What follows belongs to an exercise in optimizing a design on an open flow for small area and a short achievable clock period; a production flow would make more cautious choices. Function was checked by simulation only, so behaviour that the tests miss may differ from the original.

==> flow/design.v (outline; a module is shown in full before it is edited, if it fits) <==
// module montgomery_kyber: 1453 lines
// module kfa: 6 lines
// module k_a21bo: 5 lines
// module k_a21oi: 5 lines
// module k_and2: 5 lines
// module k_inv: 5 lines
// module k_nand2: 5 lines
// module k_nor2: 5 lines
// module k_o21ai: 5 lines
// module k_o21bai: 5 lines
// module k_or2: 5 lines
// module k_xnor2: 5 lines
// module k_xor2: 5 lines
module montgomery_kyber(clk, a, b, out);
  // ...
==> flow/flow/run.sh <==
#!/bin/bash
set -euo pipefail
MARGIN=${MARGIN:-5.5}
BUF=${BUF:-sky130_fd_sc_hd__buf_1}
RECOVER=${RECOVER:-0}
bash standard.sh "SETUP_SLACK_MARGIN=$MARGIN" \
  "BUFFER_PORTS_ARGS=-buffer_cell $BUF" "RECOVER_POWER=$RECOVER" finish > flow_make.log 2>&1
==> flow/standard.sh <==
#!/bin/bash
# synth_recipe.tcl (not shown) runs the flow's synth.tcl, then flattens the netlist and writes it again
# the make line also repeats each setting of config.mk as NAME=value (left out here)
make -C /OpenROAD-flow-scripts/flow DESIGN_CONFIG=/design/flow/config.mk WORK_HOME=/design/flow/orfs CLKGATE_MAP_FILE= SYNTH_SCRIPT=/design/flow/synth_recipe.tcl "${@:-finish}"
==> flow/config.mk <==
export PLATFORM = sky130hd
export DESIGN_NAME = montgomery_kyber
export DESIGN_NICKNAME = montgomery_kyber
export VERILOG_FILES = /design/flow/design.v
export SDC_FILE = /design/flow/constraint.sdc
export NUM_CORES = 4
export LEC_CHECK = 0
export CAP_MARGIN = 20
export CORE_MARGIN = 2
export CORE_UTILIZATION = 40
export CTS_BUF_LIST = sky130_fd_sc_hd__clkbuf_4 sky130_fd_sc_hd__clkbuf_8
export SETUP_SLACK_MARGIN = 5
export SLEW_MARGIN = 20
export SYNTH_HIERARCHICAL = 1
export SYNTH_MINIMUM_KEEP_SIZE = 0
==> flow/constraint.sdc <==
create_clock -name core_clock -period 12.0 [get_ports {clk}]
set_input_delay 2.4000 -clock core_clock [delete_from_list [all_inputs] [get_ports {clk}]]
set_output_delay 2.4000 -clock core_clock [all_outputs]
set_load 0.01 [all_outputs]
==> impl_metrics.json, run 1 <==
{
  "seq_share_pct": 8.09,
  "wl_per_cell_um": 14.5,
  "pin_count": 37,
  "drt-initial-drc-count": 187,
  "synth_area_leader_cell": "fa_1",
  "detail-route-antenna-nets": 0,
  "synth-seq-area-share_pct": 8.53,
  "slowest_stage": "fa_1",
  "ys_ff_latch": 25,
  "nets": 859,
  "post-place-ws_ns": 5.03,
  "multiInputGateArea_sq_um": 5110,
  "placed_cell_area_sq_um": 6140,
  "worstPathRequired_ns": 9.60,
  "top_usage_layer": "met2",
  "antenna_found_initial": 0,
  "cts_resized": 23,
  "synth_compound_area_share_pct": 8.60,
  "seq_cell_count": 25,
  "yosys.area_share.simple_pct": 19.4,
  "ys.warnings.count": 7,
  "outcome": "no timing/DRC/antenna violations",
  "met1_length_mm": 5.65
}
==> inputs of run 2 (changes only) <==
--- a/flow/flow/run.sh
+++ b/flow/flow/run.sh
@@ -1,5 +1,5 @@
 #!/bin/bash
 set -euo pipefail
-MARGIN=${MARGIN:-5.5}
+MARGIN=${MARGIN:-6.0}
 BUF=${BUF:-sky130_fd_sc_hd__buf_1}
 RECOVER=${RECOVER:-0}
==> impl_metrics.json, run 2 <==
{
  "nets": 886,
  "post-place-ws_ns": 5.22,
  "layout_common_cells": "nand2_1 (193), fa_1 (112), xor2_1 (59)",
  "synth-seq-area-share_pct": 8.53,
  "cap_violations": 0,
  "clock-sinks": 25,
  "coreArea_sq_um": 14400,
  "largest_reg_flops": 25,
  "gr-total-overflow": 0,
  "crit_type": "reg2out",
  "holdCritPathClass": "in2reg",
  "area_growth_syn_to_layout_pct": 16.3,
  "synth_area_leader_cell": "fa_1",
  "viasPerCell": 4.84,
  "async_reset_ff_share_pct": 0,
  "dr_total_vias": 4444,
  "worst_slack_ns": 6.01,
  "port_buffers": 36,
  "grt_use_total_pct": 17.3,
  "die_area_sq_um": 15600,
  "cp-end-kind": "primary output",
  "dpl.hpwl_mm": 10.9,
  "cts_tree": "yes",
  "setup_tns_ns": 0,
  "timing.final.setup_violations": 0,
  "hold_viol": 0,
  "grt_pass1_vias": 4825,
  "die_h_um": 125,
  "drive_gt1_share_pct": 24.3,
  "final_common_cell": "nand2_1",
  "syn-num-nets": 829,
  "clk_pin_slew_ns": 0.07,
  "post-route-drc-count": 0,
  "die_w_um": 125,
  "slew_viol_final": 0,
  "postSynthAreaPerCell_sq_um": 8.65,
  "worstPathMaxFanout": 8,
  "ys.warnings.count": 7,
  "grt_pass1_wl_mm": 22.6,
  "hold_buffers": 0,
  "ys_ff_latch": 25,
  "hold_depth": 3,
  "cts_inserted_buffers": 3,
  "wl_per_cell_um": 14.3,
  "synthCells": 678,
  "synth_common_cells": "nand2_1 (210), fa_1 (126), xor2_1 (61), inv_1 (57), nor2_1 (57)",
  "syn_area_sq_um": 5860,
  "synth_ff_type": "dfxtp_1",
  "ys_types": 14,
  "fmaxAchievable_mhz": 167,
  "num_rows": 44,
  "yosysMostFrequentCell": "nand2_1",
  "tightest_slew_ns": 0.548,
  "period_needed_ns": 5.99,
  "antenna_found_initial": 0,
  "cts_root_buf": "clkbuf_8",
  "top_register": "r",
  "grt_setup_unrepaired": "true",
  "nFillCells": 1425,
  "pin_count": 37,
  "outcome": "no timing/DRC/antenna violations",
  "finalWirelength_mm": 13.1,
  "start_util_pct": 40.7,
  "netlist.area_leader.share_pct": 43.0,
  "gp_congestion": 0.870,
  "n_antenna_cell": 0,
  "cts_buffer_depth": 2,
  "relSlewSlack_pct": 63.2,
  "drt-initial-drc-count": 195,
  "drtPass1Iterations": 4,
  "detail-route-antenna-nets": 0,
  "critPathLaunchType": "flop",
  "ctsHtreeMaxLevel": 1,
  "synthTopCellsByArea": "fa_1 (43%), nand2_1 (13%), xor2_1 (9.1%), dfxtp_1 (8.5%), a21oi_2 (6.1%)",
  "worstPathRequired_ns": 9.60,
  "crit_arrival_ns": 3.59,
  "top_regs": "r x25",
  "synth_edf_count": 0,
  "fin_crit_sh_pct": 49.9,
  "grt_max_degree": 14
}
## run 2: changes by cell type in the layout (fill, tap and decap cells not counted), sizes merged
cell	previous run	this run
clkbuf	5	11
buf	35	57
clkinv	1	0
## run 2: kinds of logic after synthesis
kind of cell	Yosys count	synth area share (%)
buffers and inverters	69	5.18
and+or+nand+nor	289	19.4
adders and majority gates	126	43.0
xor gates and xnor gates	102	15.2
DFF	25	8.53
AOI/OAI and AO/OA	67	8.60
## run 2: per-layer routing
| metal | up-vias | routed length (um) | track usage (%) |
|---|---|---|---|
| li1 | 2154 | - | - |
| met5 | - | 0 | 0 |
| met3 | 11 | 558 | 0.856 |
| met2 | 109 | 6660 | 30.7 |
| met1 | 2170 | 5760 | 23.3 |
| met4 | 0 | 130 | 4.71 |
## run 2: modules after synthesis, one instance, submodules excluded
module	times used	area (sq um)	cells inside
k_a21bo	2	10.0	1
k_a21oi	41	8.76	1
k_and2	4	6.26	1
k_inv	57	3.75	1
k_nand2	210	3.75	1
k_nor2	57	3.75	1
k_o21ai	22	5.00	1
k_o21bai	2	7.51	1
k_or2	18	6.26	1
k_xnor2	41	8.76	1
k_xor2	61	8.76	1
kfa	126	20.0	1
montgomery_kyber	1	591	37
## run 2: what timing repair did
item,4_1_cts,5_1_grt
resized for setup,72,85
pin swaps,10,33
buffers inserted,10,18
setup endpoints to repair,23,19
## run 2: path summary, 6_finish.rpt
path,startpoint,end,slack (ns)
worst max-delay path,r[8]$_DFF_P_,out[11],6.01
worst min-delay path,a[0],r[0]$_DFF_P_,2.60
## run 2: layout make-up
cell class	instances	area, sq um	share of cell area (%)
timing repair buffer	64	485	7.12
inverter	57	214	3.14
tap	184	230	3.37
multi-input combinational	584	5320	78.0
sequential	25	524	7.69
clock buffer	4	48.8	0.715
## run 2: through the flow
| step | hold slack (ns) | instance area, sq um | std cells | util, % |
|---|---|---|---|---|
| floorplan | 2.59 | 5890 | 678 | - |
| global placement | 3.06 | 6160 | 886 | 42.7 |
| detailed placement | 3.08 | 6160 | 886 | 42.7 |
| global route | 2.65 | 6820 | 918 | 47.3 |
| finish | 2.60 | 6820 | 918 | 47.3 |
| CTS | 2.59 | 6460 | 900 | 44.8 |
## run 2: worst max-delay path, stage by stage, from the launching register on
cell and delay (ns):
dfxtp_4 0.36, fa_1 0.50, fa_1 0.63, nand2_2 0.10
a21oi_4 0.19, o21ai_2 0.08, a21oi_4 0.16, o21ai_2 0.08
xor2_2 0.19, buf_4 0.15, buf_6 0.13, nand2_2 0.07
nor2_2 0.13, inv_1 0.07, o21ai_2 0.15, a21oi_2 0.05
xnor2_1 0.13, buf_2 0.14
==> inputs of run 3 (changes only) <==
--- a/flow/flow/run.sh
+++ b/flow/flow/run.sh
@@ -1,5 +1,5 @@
 #!/bin/bash
 set -euo pipefail
-MARGIN=${MARGIN:-6.0}
+MARGIN=${MARGIN:-5.65}
 BUF=${BUF:-sky130_fd_sc_hd__buf_1}
 RECOVER=${RECOVER:-0}
==> impl_metrics.json, run 3 <==
{
  "die_h_um": 125,
  "place_inst": 886,
  "drt-initial-drc-count": 217,
  "port_buffers": 36,
  "yosysMostFrequentCell": "nand2_1",
  "hold_viol": 0,
  "grt_pass1_wl_mm": 21.8,
  "layout_common_cells": "nand2_1 (209), fa_1 (125), xor2_1 (60)",
  "clk_pin_slew_ns": 0.08,
  "synth_area_leader_cell": "fa_1",
  "viasPerCell": 4.88,
  "die_w_um": 125,
  "ys.warnings.count": 7,
  "gp_congestion": 0.908,
  "ys_types": 14,
  "start_util_pct": 40.7,
  "cts_buffer_depth": 2,
  "fin_crit_sh_pct": 51.1,
  "grt_max_degree": 15,
  "timing.final.setup_violations": 0,
  "dpl.hpwl_mm": 11.1,
  "final_common_cell": "nand2_1",
  "grt_setup_unrepaired": "true",
  "async_reset_ff_share_pct": 0,
  "wl_per_cell_um": 14.5,
  "synth_top_family_by_area": "adder cells",
  "relSlewSlack_pct": 55.7,
  "crit_arrival_ns": 3.74,
  "layout.cells.non_filler": 892,
  "drive_gt1_share_pct": 12.4,
  "yosys.area_share.adder_pct": 43.0,
  "antenna_found_initial": 0,
  "outcome": "no timing/DRC/antenna violations",
  "num_rows": 44,
  "drtPass1Iterations": 4,
  "dr_total_vias": 4350,
  "critPathLaunchType": "flop",
  "cts_inserted_buffers": 3,
  "ctsHtreeMaxLevel": 1,
  "top_register": "r",
  "cap_violations": 0,
  "syn-num-nets": 829,
  "die_area_sq_um": 15600,
  "crit_type": "reg2out",
  "synth.area.mux_share_pct": 0,
  "fin_hold_ws_ns": 2.65,
  "top_regs": "r x25",
  "grt_pass1_vias": 4650,
  "nFillCells": 1433,
  "synth_ff_type": "dfxtp_1",
  "grt_use_total_pct": 16.8,
  "synthCells": 678,
  "cts_tree": "yes",
  "hold_depth": 3,
  "yosys.area_share.simple_pct": 19.4,
  "synth_xor_xnor_area_share_pct": 15.2,
  "placed_cell_area_sq_um": 6140,
  "worstPathRequired_ns": 9.60,
  "holdCritPathClass": "in2reg",
  "cts_root_buf": "clkbuf_8",
  "netlist.area_leader.share_pct": 43.0,
  "cp-end-kind": "primary output",
  "worstPathMaxFanout": 5,
  "clock-sinks": 25,
  "synthTopCellsByArea": "fa_1 (43%), nand2_1 (13%), xor2_1 (9.1%), dfxtp_1 (8.5%), a21oi_2 (6.1%)",
  "setup_tns_ns": 0,
  "fmaxAchievable_mhz": 163,
  "detail-route-antenna-nets": 0,
  "tightest_slew_ns": 0.664,
  "coreArea_sq_um": 14400,
  "final_area_sq_um": 6320,
  "synth-seq-area-share_pct": 8.53,
  "nets": 860,
  "area_growth_syn_to_layout_pct": 7.81,
  "synth_compound_area_share_pct": 8.60,
  "pin_count": 37,
  "synth_edf_count": 0,
  "finalWirelength_mm": 13.0,
  "ys_ff_latch": 25,
  "post-route-drc-count": 0,
  "gr-total-overflow": 0,
  "postSynthAreaPerCell_sq_um": 8.65,
  "syn_area_sq_um": 5860,
  "n_antenna_cell": 0,
  "largest_reg_flops": 25,
  "period_needed_ns": 6.14,
  "slew_viol_final": 0,
  "synth_common_cells": "nand2_1 (210), fa_1 (126), xor2_1 (61), inv_1 (57), nor2_1 (57)"
}
run 3: worst paths after layout:
kind                  slack [ns]            to    startpoint
worst max-delay path        5.86        out[9]  r[4]$_DFF_P_
worst min-delay path        2.65  r[0]$_DFF_P_          a[0]
run 3: worst max-delay path, cell delays in order, from the launching register on:
cell and delay, ns:
dfxtp_1 0.41, fa_1 0.45, fa_1 0.55, nand2_1 0.10
a21oi_2 0.19, o21ai_1 0.13, a21oi_4 0.20, o21ai_2 0.11
xor2_2 0.21, nand2_1 0.15, nor2_4 0.16, nand2_2 0.12
nor2_4 0.16, inv_1 0.06, o21ai_1 0.16, xor2_1 0.15
buf_1 0.16
run 3: area by class of cell:
class | instances | area (sq um) | area share (%)
Timing Repair Buffer | 38 | 176 | 2.79
Multi-Input combinational cell | 584 | 5140 | 81.3
Clock inverter | 1 | 5.00 | 0.0792
Inverter | 57 | 214 | 3.38
Clock buffer | 3 | 41.3 | 0.653
Tap cell | 184 | 230 | 3.64
Sequential cell | 25 | 515 | 8.15
run 3: logic make-up after synthesis:
family          Yosys count
simple gates            289
xor+xnor                102
buf+inv                  69
flops                    25
fa+ha+maj               126
compound gates           67
run 3: per-layer routing:
layer	wire, um	share of wire [%]	track usage [%]
met4	277	2.1	4.77
met2	6530	50	29.9
met3	536	4.1	0.856
met1	5610	43	22.5
met5	0	0	0
run 3: per-module statistics from Yosys (local to each module, per instance):
| module | flip-flops and latches | cells |
|---|---|---|
| k_a21bo | 0 | 1 |
| k_a21oi | 0 | 1 |
| k_and2 | 0 | 1 |
| k_inv | 0 | 1 |
| k_nand2 | 0 | 1 |
| k_nor2 | 0 | 1 |
| k_o21ai | 0 | 1 |
| k_o21bai | 0 | 1 |
| k_or2 | 0 | 1 |
| k_xnor2 | 0 | 1 |
| k_xor2 | 0 | 1 |
| kfa | 0 | 1 |
| montgomery_kyber | 25 | 37 |
run 3: what timing repair did:
action                     CTS  global route
pin swaps                    1             3
setup endpoints to repair   18            13
hold buffers                 0             0
setup buffers                1             1
resized for setup           31            18
run 3: per-stage QoR:
stage	worst slack, ns	utilization [%]
after floorplan	5.70	-
after global placement	5.15	42.6
after detailed placement	5.03	42.6
after CTS	5.61	43.4
after global routing	5.63	43.8
final	5.86	43.8
==> inputs of run 4 (changes only) <==
--- a/flow/flow/run.sh
+++ b/flow/flow/run.sh
@@ -1,5 +1,5 @@
 #!/bin/bash
 set -euo pipefail
-MARGIN=${MARGIN:-5.65}
+MARGIN=${MARGIN:-5.75}
 BUF=${BUF:-sky130_fd_sc_hd__buf_1}
 RECOVER=${RECOVER:-0}
--- a/flow/config.mk
+++ b/flow/config.mk
@@ -8,5 +8,5 @@
 export CAP_MARGIN = 20
 export CORE_MARGIN = 2
-export CORE_UTILIZATION = 40
+export CORE_UTILIZATION = 55
 export CTS_BUF_LIST = sky130_fd_sc_hd__clkbuf_4 sky130_fd_sc_hd__clkbuf_8
 export SETUP_SLACK_MARGIN = 5
==> impl_metrics.json, run 4 <==
{
  "finalWirelength_mm": 12.7,
  "port_buffers": 36,
  "final_common_cell": "nand2_1",
  "netlist.area_leader.share_pct": 43.0,
  "crit_path_cell_trace": "fa_1, fa_1, nand2_1, nand2_1, o21ai_4, a21oi_4, o21ai_4, xor2_4, nand2_1, nor2_4, nand2_2, nor2_4, inv_1, o21ai_1, xor2_1, buf_1",
  "syn-num-nets": 829,
  "die_w_um": 107,
  "holdCritPathClass": "in2reg",
  "detail-route-antenna-nets": 0,
  "crit_family": "adder cells",
  "post-route-drc-count": 0,
  "grt_max_degree": 15,
  "syn_area_sq_um": 5860,
  "relSlewSlack_pct": 56.8,
  "async_reset_ff_share_pct": 0,
  "viasPerCell": 5.25,
  "cp-end-kind": "primary output",
  "crit_type": "reg2out",
  "num_rows": 37,
  "cts_inserted_buffers": 3,
  "slowest_stage": "fa_1",
  "yosysMostFrequentCell": "nand2_1",
  "outcome": "no timing/DRC/antenna violations",
  "grt_pass1_vias": 4717,
  "ys_types": 14,
  "worstPathRequired_ns": 9.60,
  "grt_use_total_pct": 24.0,
  "hold_viol": 0,
  "cts_tree": "yes",
  "ys.warnings.count": 7,
  "clk_pin_slew_ns": 0.08,
  "ctsHtreeMaxLevel": 1,
  "fmaxAchievable_mhz": 164,
  "crit_arrival_ns": 3.71,
  "yosys.area_share.simple_pct": 19.4,
  "synth_area_leader_cell": "fa_1",
  "cpPeakStageDelay_ns": 0.56,
  "placed_cell_area_sq_um": 6090,
  "drt-initial-drc-count": 150,
  "cap_violations": 0,
  "antenna_found_initial": 0,
  "postSynthAreaPerCell_sq_um": 8.65,
  "nets": 863,
  "synthTopCellsByArea": "fa_1 (43%), nand2_1 (13%), xor2_1 (9.1%), dfxtp_1 (8.5%), a21oi_2 (6.1%)",
  "timing.final.setup_violations": 0,
  "gp_congestion": 0.881,
  "largest_reg_flops": 25,
  "grt_pass1_wl_mm": 21.9,
  "layout_common_cells": "nand2_1 (209), fa_1 (126), xor2_1 (60)",
  "period_needed_ns": 6.11,
  "dr_total_vias": 4449,
  "synth_common_cells": "nand2_1 (210), fa_1 (126), xor2_1 (61), inv_1 (57), nor2_1 (57)",
  "tightest_slew_ns": 0.647,
  "final_area_sq_um": 6370,
  "critPathLaunchType": "flop",
  "worstPathMaxFanout": 5,
  "area_growth_syn_to_layout_pct": 8.62,
  "n_antenna_cell": 0,
  "synthCells": 678,
  "clock-sinks": 25,
  "synth_edf_count": 0,
  "yosys.area_share.adder_pct": 43.0,
  "synth_xor_xnor_area_share_pct": 15.2,
  "setup_tns_ns": 0,
  "ys_ff_latch": 25,
  "synth-seq-area-share_pct": 8.53,
  "dpl.hpwl_mm": 10.6,
  "synth_compound_area_share_pct": 8.60,
  "synth_ff_type": "dfxtp_1",
  "top_register": "r",
  "top_regs": "r x25",
  "drtPass1Iterations": 7,
  "coreArea_sq_um": 10300,
  "start_util_pct": 56.8,
  "fin_crit_sh_pct": 50.9,
  "gr-total-overflow": 0,
  "cts_buffer_depth": 2,
  "synth_top_family_by_area": "adder cells",
  "synth.area.mux_share_pct": 0,
  "drive_gt1_share_pct": 13.9,
  "cp_common_cell": "nand2_1",
  "crit_buf_inv": 2,
  "cts_root_buf": "clkbuf_8",
  "slew_viol_final": 0,
  "wl_per_cell_um": 14.9,
  "die_h_um": 107,
  "grt_setup_unrepaired": "true",
  "pin_count": 37,
  "die_area_sq_um": 11500
}
[run 4: cell counts after synthesis]
No cell type changed its count.
[run 4: path summary, 6_finish.rpt]
| check | startpoint | to | slack [ns] | depth (start not counted) |
|---|---|---|---|---|
| max | r[13]$_DFF_P_ | out[9] | 5.89 | 16 |
| min | a[0] | r[0]$_DFF_P_ | 2.65 | 3 |
[run 4: kinds of logic after synthesis]
kind of cell,after synthesis
AO/OA/AOI/OAI,67
adder cells (fa/ha/maj),126
AND/OR/NAND/NOR,289
buffers and inverters,69
XOR/XNOR,102
flip-flops,25
[run 4: area by class of cell]
class                   instances  area, sq um
well taps                     136          170
flip-flops and latches         25          522
clock buffers                   3         41.3
inverters                      57          214
multi-input cells             584         5200
clock inverters                 1         5.00
fillers                       939         3950
repair buffers                 41          219
[run 4: per-layer routing]
layer / track usage [%] / vias to the layer above / part of all wire (%)
met2: 43.8 / 133 / 51
met5: 0 / - / 0
met1: 30.9 / 2190 / 43
li1: - / 2114 / -
met3: 2.06 / 12 / 5.1
met4: 5.75 / 0 / 1.4
[run 4: per-module statistics from Yosys, one instance, submodules excluded, a selection]
| module | copies in the design | cells |
|---|---|---|
| montgomery_kyber | 1 | 37 |
| kfa | 126 | 1 |
| k_a21bo | 2 | 1 |
| k_xor2 | 61 | 1 |
| k_a21oi | 41 | 1 |
| k_or2 | 18 | 1 |
| k_and2 | 4 | 1 |
| k_nor2 | 57 | 1 |
| k_nand2 | 210 | 1 |
[run 4: metrics by stage]
step	setup WS, ns	utilization [%]	std cells	hold slack [ns]
3_3_place_gp	5.12	59.0	838	3.11
5_1_grt	5.66	61.7	847	2.68
2_1_floorplan	5.84	-	678	2.59
4_1_cts	5.71	60.3	843	2.65
3_5_place_dp	5.03	59.0	838	3.11
6_report	5.89	61.7	847	2.65
[run 4: worst min-delay path, cell delays in order]
cell and delay [ns]:
clkbuf_4 0.21, nand2_1 0.18, inv_1 0.08
[run 4: what timing repair did]
action | CTS | global route
setup endpoints to repair | 21 | 13
hold buffers | 0 | 0
gates resized for setup | 36 | 34
setup buffers | 1 | 4
pin swaps | 1 | 4
==> inputs of run 5 (changes only) <==
--- a/flow/config.mk
+++ b/flow/config.mk
@@ -8,5 +8,5 @@
 export CAP_MARGIN = 20
 export CORE_MARGIN = 2
-export CORE_UTILIZATION = 55
+export CORE_UTILIZATION = 40
 export CTS_BUF_LIST = sky130_fd_sc_hd__clkbuf_4 sky130_fd_sc_hd__clkbuf_8
 export SETUP_SLACK_MARGIN = 5
==> impl_metrics.json, run 5 <==
{
  "n_antenna_cell": 0,
  "layout_common_cells": "nand2_1 (208), fa_1 (126), xor2_1 (60)",
  "finalWirelength_mm": 12.8,
  "relSlewSlack_pct": 54.0,
  "fmaxAchievable_mhz": 165,
  "cts_tree": "yes",
  "port_buffers": 36,
  "syn_area_sq_um": 5860,
  "synth_ff_type": "dfxtp_1",
  "holdCritPathClass": "in2reg",
  "setup_tns_ns": 0,
  "fin_hold_ws_ns": 2.66,
  "slowest_stage": "fa_1",
  "critPathLaunchType": "input pin",
  "synth-seq-area-share_pct": 8.53,
  "cts_root_buf": "clkbuf_8",
  "die_area_sq_um": 15600,
  "cts_buffer_depth": 2,
  "async_reset_ff_share_pct": 0,
  "drive_gt1_share_pct": 14.5,
  "fin_crit_sh_pct": 50.5,
  "grt_setup_unrepaired": "true",
  "outcome": "no timing/DRC/antenna violations",
  "wl_per_cell_um": 14.3,
  "tightest_slew_ns": 0.690,
  "top_register": "r",
  "synthCells": 678,
  "gp_congestion": 0.879,
  "grt_use_total_pct": 16.8,
  "slew_viol_final": 0,
  "detail-route-antenna-nets": 0,
  "drt-initial-drc-count": 184,
  "syn-num-nets": 829,
  "grt_pass1_wl_mm": 21.7,
  "hold_viol": 0,
  "postSynthAreaPerCell_sq_um": 8.65,
  "period_needed_ns": 6.06,
  "cp_common_cell": "fa_1",
  "area_growth_syn_to_layout_pct": 9.00,
  "post-route-drc-count": 0,
  "coreArea_sq_um": 14400,
  "worst_slack_ns": 5.94,
  "largest_reg_flops": 25,
  "viasPerCell": 4.92,
  "crit_buf_inv": 2,
  "crit_arrival_ns": 6.25,
  "worstPathRequired_ns": 12.19,
  "post-place-ws_ns": 5.09,
  "timing.final.setup_violations": 0,
  "ys_types": 14,
  "synthTopCellsByArea": "fa_1 (43%), nand2_1 (13%), xor2_1 (9.1%), dfxtp_1 (8.5%), a21oi_2 (6.1%)",
  "cap_violations": 0,
  "worstPathMaxFanout": 12,
  "start_util_pct": 40.7,
  "gr-total-overflow": 0,
  "dr_total_vias": 4401,
  "ys_ff_latch": 25,
  "die_h_um": 125,
  "netlist.area_leader.share_pct": 43.0,
  "ys.warnings.count": 7,
  "dpl.hpwl_mm": 10.8,
  "num_rows": 44,
  "nFillCells": 1445,
  "cp-end-kind": "flop",
  "crit_family": "adder cells",
  "clk_pin_slew_ns": 0.07,
  "top_regs": "r x25",
  "cts_inserted_buffers": 3,
  "cpPeakStageDelay_ns": 0.58,
  "nets": 862,
  "die_w_um": 125,
  "yosysMostFrequentCell": "nand2_1",
  "drtPass1Iterations": 4,
  "clock-sinks": 25,
  "final_common_cell": "nand2_1",
  "antenna_found_initial": 0,
  "synth_common_cells": "nand2_1 (210), fa_1 (126), xor2_1 (61), inv_1 (57), nor2_1 (57)",
  "grt_max_degree": 15,
  "crit_path_cell_trace": "buf_2, nand2_1, fa_1, fa_1, fa_1, fa_1, fa_1, nand2_1, a21oi_2, o21ai_2, a21oi_4, inv_1, a21oi_2, xor2_1",
  "ctsHtreeMaxLevel": 1,
  "grt_pass1_vias": 4678,
  "synth_area_leader_cell": "fa_1",
  "synth_edf_count": 0,
  "pin_count": 37,
  "crit_type": "in2reg"
}
run 5: worst paths after layout:
check	startpoint	to	depth (start not counted)
worst min-delay path	a[0]	r[0]$_DFF_P_	3
worst max-delay path	a[0]	r[14]$_DFF_P_	14
run 5: tightest hold or removal path, delay by kind of cell:
kind	cells	cell delay, ns
AND/OR/NAND/NOR	1	0.22
buffers and inverters	2	0.25
run 5: cells by family after synthesis:
group                    count (synthesis)  synth area share, %
AO/OA/AOI/OAI                           67                 8.60
XOR/XNOR                               102                 15.2
adder cells (fa/ha/maj)                126                 43.0
flip-flops                              25                 8.53
buffers and inverters                   69                 5.18
AND/OR/NAND/NOR                        289                 19.4
run 5: layer usage:
layer  vias to the layer above  routed length, um  GRT usage (%)
met5                         -                  0              0
met4                         0                131           3.86
met3                         9                766           1.16
met2                       120               6450           30.7
met1                      2161               5420           21.8
li1                       2111                  -              -
run 5: cell type report:
class	instances	area, sq um	share of cell area, %
multi-input cells	584	5180	81.1
flip-flops and latches	25	517	8.08
well taps	184	230	3.60
inverters	57	214	3.35
repair buffers	40	204	3.19
clock buffers	3	41.3	0.646
clock inverters	1	5.00	0.0783
run 5: Yosys stat by module (local to each module, per instance):
module,times used,flip-flops and latches
montgomery_kyber,1,25
kfa,126,0
k_a21bo,2,0
k_a21oi,41,0
k_xnor2,41,0
k_xor2,61,0
k_o21bai,2,0
k_and2,4,0
k_or2,18,0
k_o21ai,22,0
k_inv,57,0
k_nand2,210,0
k_nor2,57,0
run 5: what timing repair did:
item	in CTS	in global routing
gates resized for setup	30	36
endpoints found under the setup margin	21	13
setup buffers	2	2
pin swaps	1	4
hold buffers	0	0
run 5: per-stage QoR:
stage          utilization (%)  instance area, sq um  instances
4_1_cts                   43.4                  6260        892
2_1_floorplan                -                  5870        678
6_report                  44.3                  6390        894
3_3_place_gp              42.6                  6150        886
5_1_grt                   44.3                  6390        894
3_5_place_dp              42.6                  6150        886
==> inputs of run 6 (changes only) <==
==> flow/flow/run.sh (replaced) <==
#!/bin/bash
set -euo pipefail
MARGIN=${MARGIN:-5.75}
BUF=${BUF:-sky130_fd_sc_hd__buf_1}
HERE=$(cd "$(dirname "$0")" && pwd)
bash standard.sh "SETUP_SLACK_MARGIN=$MARGIN" \
  "BUFFER_PORTS_ARGS=-buffer_cell $BUF" \
  "PRE_FLOORPLAN_TCL=$HERE/downsize.tcl" finish > flow_make.log 2>&1
==> flow/flow/downsize.tcl (new file) <==
# Before floorplanning: set every combinational cell to its smallest drive
# strength (x1) so that repair_timing sizes up only the cells that need it.
# Flip-flops are left as synthesis made them.
set db [ord::get_db]
set n 0
foreach inst [[ord::get_db_block] getInsts] {
  set m [[$inst getMaster] getName]
  if {[regexp {^(sky130_fd_sc_hd__[a-z0-9]+)_([0-9]+)$} $m -> base sz] && $sz > 1 && ![string match "*__df*" $base] && ![string match "*__dl*" $base]} {
    set new [$db findMaster ${base}_1]
    if {$new ne "NULL"} {
      $inst swapMaster $new
      incr n
    }
  }
}
puts "downsize: $n cells set to x1"
==> impl_metrics.json, run 6 <==
{
  "nFillCells": 1388,
  "cp_common_cell": "fa_1",
  "fmaxAchievable_mhz": 166,
  "cts_buffer_depth": 2,
  "die_area_sq_um": 15100,
  "cts_root_buf": "clkbuf_8",
  "synthCells": 678,
  "clock-sinks": 25,
  "multiInputGateArea_sq_um": 5000,
  "antenna_found_initial": 0,
  "slew_viol_final": 0,
  "drive_gt1_share_pct": 8.31,
  "relSlewSlack_pct": 56.2,
  "wl_per_cell_um": 13.9,
  "holdCritPathClass": "in2reg",
  "crit_type": "in2reg",
  "place_inst": 882,
  "crit_arrival_ns": 6.23,
  "timing.final.setup_violations": 0,
  "drt-initial-drc-count": 199,
  "viasPerCell": 4.81,
  "fin_crit_sh_pct": 50.3,
  "layout.cells.non_filler": 890,
  "crit_family": "adder cells",
  "fin_hold_ws_ns": 2.65,
  "port_buffers": 36,
  "cts_inserted_buffers": 3,
  "slowest_stage": "fa_1",
  "die_h_um": 123,
  "hold_viol": 0,
  "worstPathMaxFanout": 12,
  "cap_violations": 0,
  "layout_common_cells": "nand2_1 (208), fa_1 (126), xor2_1 (60)",
  "setup_tns_ns": 0,
  "grt_pass1_wl_mm": 20.9,
  "post-place-ws_ns": 4.95,
  "dr_total_vias": 4277,
  "n_antenna_cell": 0,
  "grt_setup_unrepaired": "true",
  "die_w_um": 123,
  "tightest_slew_ns": 0.658,
  "gr-total-overflow": 0,
  "hold_buffers": 0,
  "pin_count": 37,
  "path_depth": 14,
  "nets": 862,
  "top_register": "r",
  "grt_pass1_vias": 4469,
  "drtPass1Iterations": 4,
  "cts_tree": "yes",
  "critPathLaunchType": "input pin",
  "grt_use_total_pct": 17.5,
  "post-route-drc-count": 0,
  "hold_depth": 3,
  "start_util_pct": 40.8,
  "worst_slack_ns": 5.96,
  "dpl.hpwl_mm": 10.5,
  "largest_reg_flops": 25,
  "outcome": "no timing/DRC/antenna violations",
  "ys.warnings.count": 7,
  "clk_pin_slew_ns": 0.08,
  "coreArea_sq_um": 13900,
  "syn-num-nets": 829,
  "crit_buf_inv": 1,
  "cpPeakStageDelay_ns": 0.60,
  "top_regs": "r x25",
  "num_rows": 43,
  "final_common_cell": "nand2_1",
  "detail-route-antenna-nets": 0,
  "worstPathRequired_ns": 12.19,
  "grt_max_degree": 15,
  "register_area_sq_um": 518,
  "finalWirelength_mm": 12.4,
  "ctsHtreeMaxLevel": 1,
  "period_needed_ns": 6.04,
  "crit_path_cell_trace": "clkbuf_4, nand2_1, fa_1, fa_1, fa_1, fa_1, fa_1, nand2_1, a21oi_2, o21ai_2, a21oi_1, o21ai_2, a21oi_1, xor2_1",
  "gp_congestion": 0.863,
  "cp-end-kind": "flop"
}
## run 6: repair_timing
item,CTS,global route
gates cloned,0,0
endpoints found under the setup margin,22,9
buffers inserted,4,0
pin swaps,1,1
gates resized for setup,32,32
## run 6: area by class of cell
| class | instances | share of cell area [%] |
|---|---|---|
| Sequential cell | 25 | 8.33 |
| Clock inverter | 1 | 0.0805 |
| Inverter | 57 | 3.44 |
| Timing Repair Buffer | 40 | 3.40 |
| Multi-Input combinational cell | 584 | 80.5 |
| Clock buffer | 3 | 0.664 |
| Tap cell | 180 | 3.62 |
## run 6: worst paths after layout
path                       endpoint  start
worst max-delay path  r[22]$_DFF_P_   a[2]
worst min-delay path   r[0]$_DFF_P_   a[0]
## run 6: routing by layer
metal / global-route usage [%] / vias to the layer above / share of wire (%)
li1: - / 2110 / -
met1: 24.2 / 2041 / 46
met2: 30.7 / 112 / 48
met3: 0.784 / 14 / 4.4
met4: 3.76 / 0 / 1.7
met5: 0 / - / 0
## run 6: through the flow
| stage | area [sq um] | utilization, % |
|---|---|---|
| finish | 6220 | 44.8 |
| global route | 6220 | 44.8 |
| CTS | 6120 | 44.1 |
| detailed placement | 5990 | 43.1 |
| global placement | 5990 | 43.1 |
| floorplan | 5670 | - |
==> inputs of run 7 (changes only) <==
--- a/flow/flow/run.sh
+++ b/flow/flow/run.sh
@@ -1,5 +1,5 @@
 #!/bin/bash
 set -euo pipefail
-MARGIN=${MARGIN:-5.75}
+MARGIN=${MARGIN:-5.9}
 BUF=${BUF:-sky130_fd_sc_hd__buf_1}
 HERE=$(cd "$(dirname "$0")" && pwd)
==> impl_metrics.json, run 7 <==
{
  "place_inst": 882,
  "period_needed_ns": 5.99,
  "final_util_pct": 47.0,
  "viasPerCell": 4.83,
  "cts_inserted_buffers": 3,
  "hold_viol": 0,
  "placed_cell_area_sq_um": 5990,
  "grt_setup_unrepaired": "true",
  "layout_common_cells": "nand2_1 (203), fa_1 (119), xor2_1 (58)",
  "worstPathMaxFanout": 12,
  "holdCritPathClass": "in2reg",
  "grt_max_degree": 14,
  "cts_root_buf": "clkbuf_8",
  "timing.final.setup_violations": 0,
  "grt_pass1_vias": 4511,
  "gp_congestion": 0.866,
  "cts_tree": "yes",
  "tightest_slew_ns": 0.619,
  "final_common_cell": "nand2_1",
  "die_h_um": 123,
  "setup_tns_ns": 0,
  "outcome": "no timing/DRC/antenna violations",
  "clock-sinks": 25,
  "top_regs": "r x25",
  "ys.warnings.count": 7,
  "critPathLaunchType": "input pin",
  "finalWirelength_mm": 12.5,
  "fin_hold_ws_ns": 2.63,
  "die_area_sq_um": 15100,
  "dr_total_vias": 4373,
  "port_buffers": 36,
  "dpl.hpwl_mm": 10.4,
  "die_w_um": 123,
  "fin_crit_sh_pct": 49.9,
  "min_to": "r[0]$_DFF_P_",
  "largest_reg_flops": 25,
  "layout.cells.non_filler": 906,
  "register_area_sq_um": 522,
  "coreArea_sq_um": 13900,
  "wl_per_cell_um": 13.8,
  "grt_pass1_wl_mm": 21.2,
  "nFillCells": 1356,
  "top_register": "r",
  "antenna_found_initial": 0,
  "start_util_pct": 40.8,
  "post-route-drc-count": 0,
  "clk_pin_slew_ns": 0.07,
  "grt_use_total_pct": 17.6,
  "worst_slack_ns": 6.01,
  "cts_buffer_depth": 2,
  "relSlewSlack_pct": 58.7,
  "cap_violations": 0,
  "drtPass1Iterations": 4,
  "crit_arrival_ns": 6.17,
  "drt-initial-drc-count": 160,
  "nets": 878,
  "pin_count": 37,
  "crit_type": "in2reg",
  "syn-num-nets": 829,
  "gr-total-overflow": 0,
  "synthCells": 678,
  "drive_gt1_share_pct": 14.7,
  "detail-route-antenna-nets": 0,
  "num_rows": 43,
  "n_antenna_cell": 0,
  "post-place-ws_ns": 5.01,
  "multiInputGateArea_sq_um": 5140,
  "worstPathRequired_ns": 12.18,
  "fmaxAchievable_mhz": 167,
  "final_area_sq_um": 6520,
  "slew_viol_final": 0,
  "hold_depth": 3,
  "ctsHtreeMaxLevel": 1,
  "cp-end-kind": "flop",
  "min_from": "a[0]"
}
## run 7: cell count changes in the layout (fill, tap and decap cells not counted), moves of 5 or more
| cell | change |
|---|---|
| o21ai_1 | -5 |
| fa_1 | -7 |
| buf_1 | -5 |
| buf_4 | +17 |
| clkbuf_4 | +6 |
| buf_2 | -6 |
| fa_2 | +7 |
| a21oi_1 | -5 |
| nand2_1 | -5 |
## run 7: final cells by class
| class | instances | area share, % |
|---|---|---|
| multi-input cells | 584 | 78.9 |
| flip-flops and latches | 25 | 8.00 |
| repair buffers | 56 | 5.60 |
| well taps | 180 | 3.45 |
| inverters | 57 | 3.28 |
| clock buffers | 4 | 0.748 |
## run 7: layer usage
| metal | vias to the layer above | global-route usage [%] | part of all wire (%) |
|---|---|---|---|
| met5 | - | 0 | 0 |
| met4 | 0 | 3.84 | 1.3 |
| met3 | 12 | 1.80 | 4.6 |
| met2 | 123 | 30.6 | 50 |
| met1 | 2099 | 23.9 | 45 |
| li1 | 2139 | - | - |
## run 7: worst max-delay path, cell delays in order
cell	delay, ns
buf_4	0.17
nand2_1	0.10
fa_1	0.58
fa_1	0.47
fa_2	0.37
fa_1	0.46
fa_1	0.57
nand2_1	0.10
a21oi_2	0.17
o21ai_2	0.09
a21oi_4	0.24
inv_1	0.11
a21oi_1	0.17
xor2_1	0.16
## run 7: how the worst max path moves through the flow
stage | end | slack, ns | cells after the start | start
after floorplan | out[9] | 5.94 | 16 | r[8]$_DFF_P_
after global placement | r[23]$_DFF_P_ | 5.20 | 15 | b[11]
after detailed placement | r[22]$_DFF_P_ | 5.01 | 14 | b[11]
after CTS | out[9] | 5.83 | 16 | r[6]$_DFF_P_
after global routing | out[11] | 5.83 | 16 | r[2]$_DFF_P_
final | r[17]$_DFF_P_ | 6.01 | 14 | b[8]
## run 7: what timing repair did
action | CTS | global route
pin swaps | 0 | 22
buffers inserted | 1 | 19
gates resized for setup | 43 | 77
hold buffers | 0 | 0
endpoints found under the setup margin | 22 | 18

## port drivers added, routing unchanged
In the flow no input, the clock included, has a driving cell. The finished layouts below were timed again as built, in two steps. Step 1, drivers: a clkbuf_16 drives clk and a buf_2 each remaining input, both assumed. Step 2 times the ports against the registers' clock, not the clock port: input delays grow and output delays shrink by t, the midpoint of the rising clock arrivals with the driver on. a / b / c = ideal / step 1 / step 2; a / b = the first two.
run	t (ns)	setup slack, ns	worst setup path at the end	latest minus earliest clock arrival (ns)	slew at the worst register clock pin (ns)
run 1	0.281	5.745 / 5.717 / 5.490	input to register	0.001 / 0.001	0.08 / 0.08
run 2	0.293	6.012 / 5.984 / 5.821	input to register	0.001 / 0.001	0.07 / 0.07
run 3	0.281	5.865 / 5.837 / 5.602	input to register	0.001 / 0.001	0.08 / 0.08
run 4	0.288	5.888 / 5.858 / 5.623	input to register	0.004 / 0.004	0.08 / 0.08
run 5	0.281	5.936 / 5.939 / 5.658	input to register	0.001 / 0.001	0.07 / 0.07
run 6	0.281	5.960 / 5.956 / 5.680	input to register	0.005 / 0.006	0.08 / 0.08
run 7	0.277	6.008 / 6.011 / 5.734	input to register	0.002 / 0.002	0.07 / 0.07
After both steps every run listed still meets setup and hold. The setup slack of run 6, which loses most, moves by -0.004 ns with the drivers and by -0.280 ns with both steps.
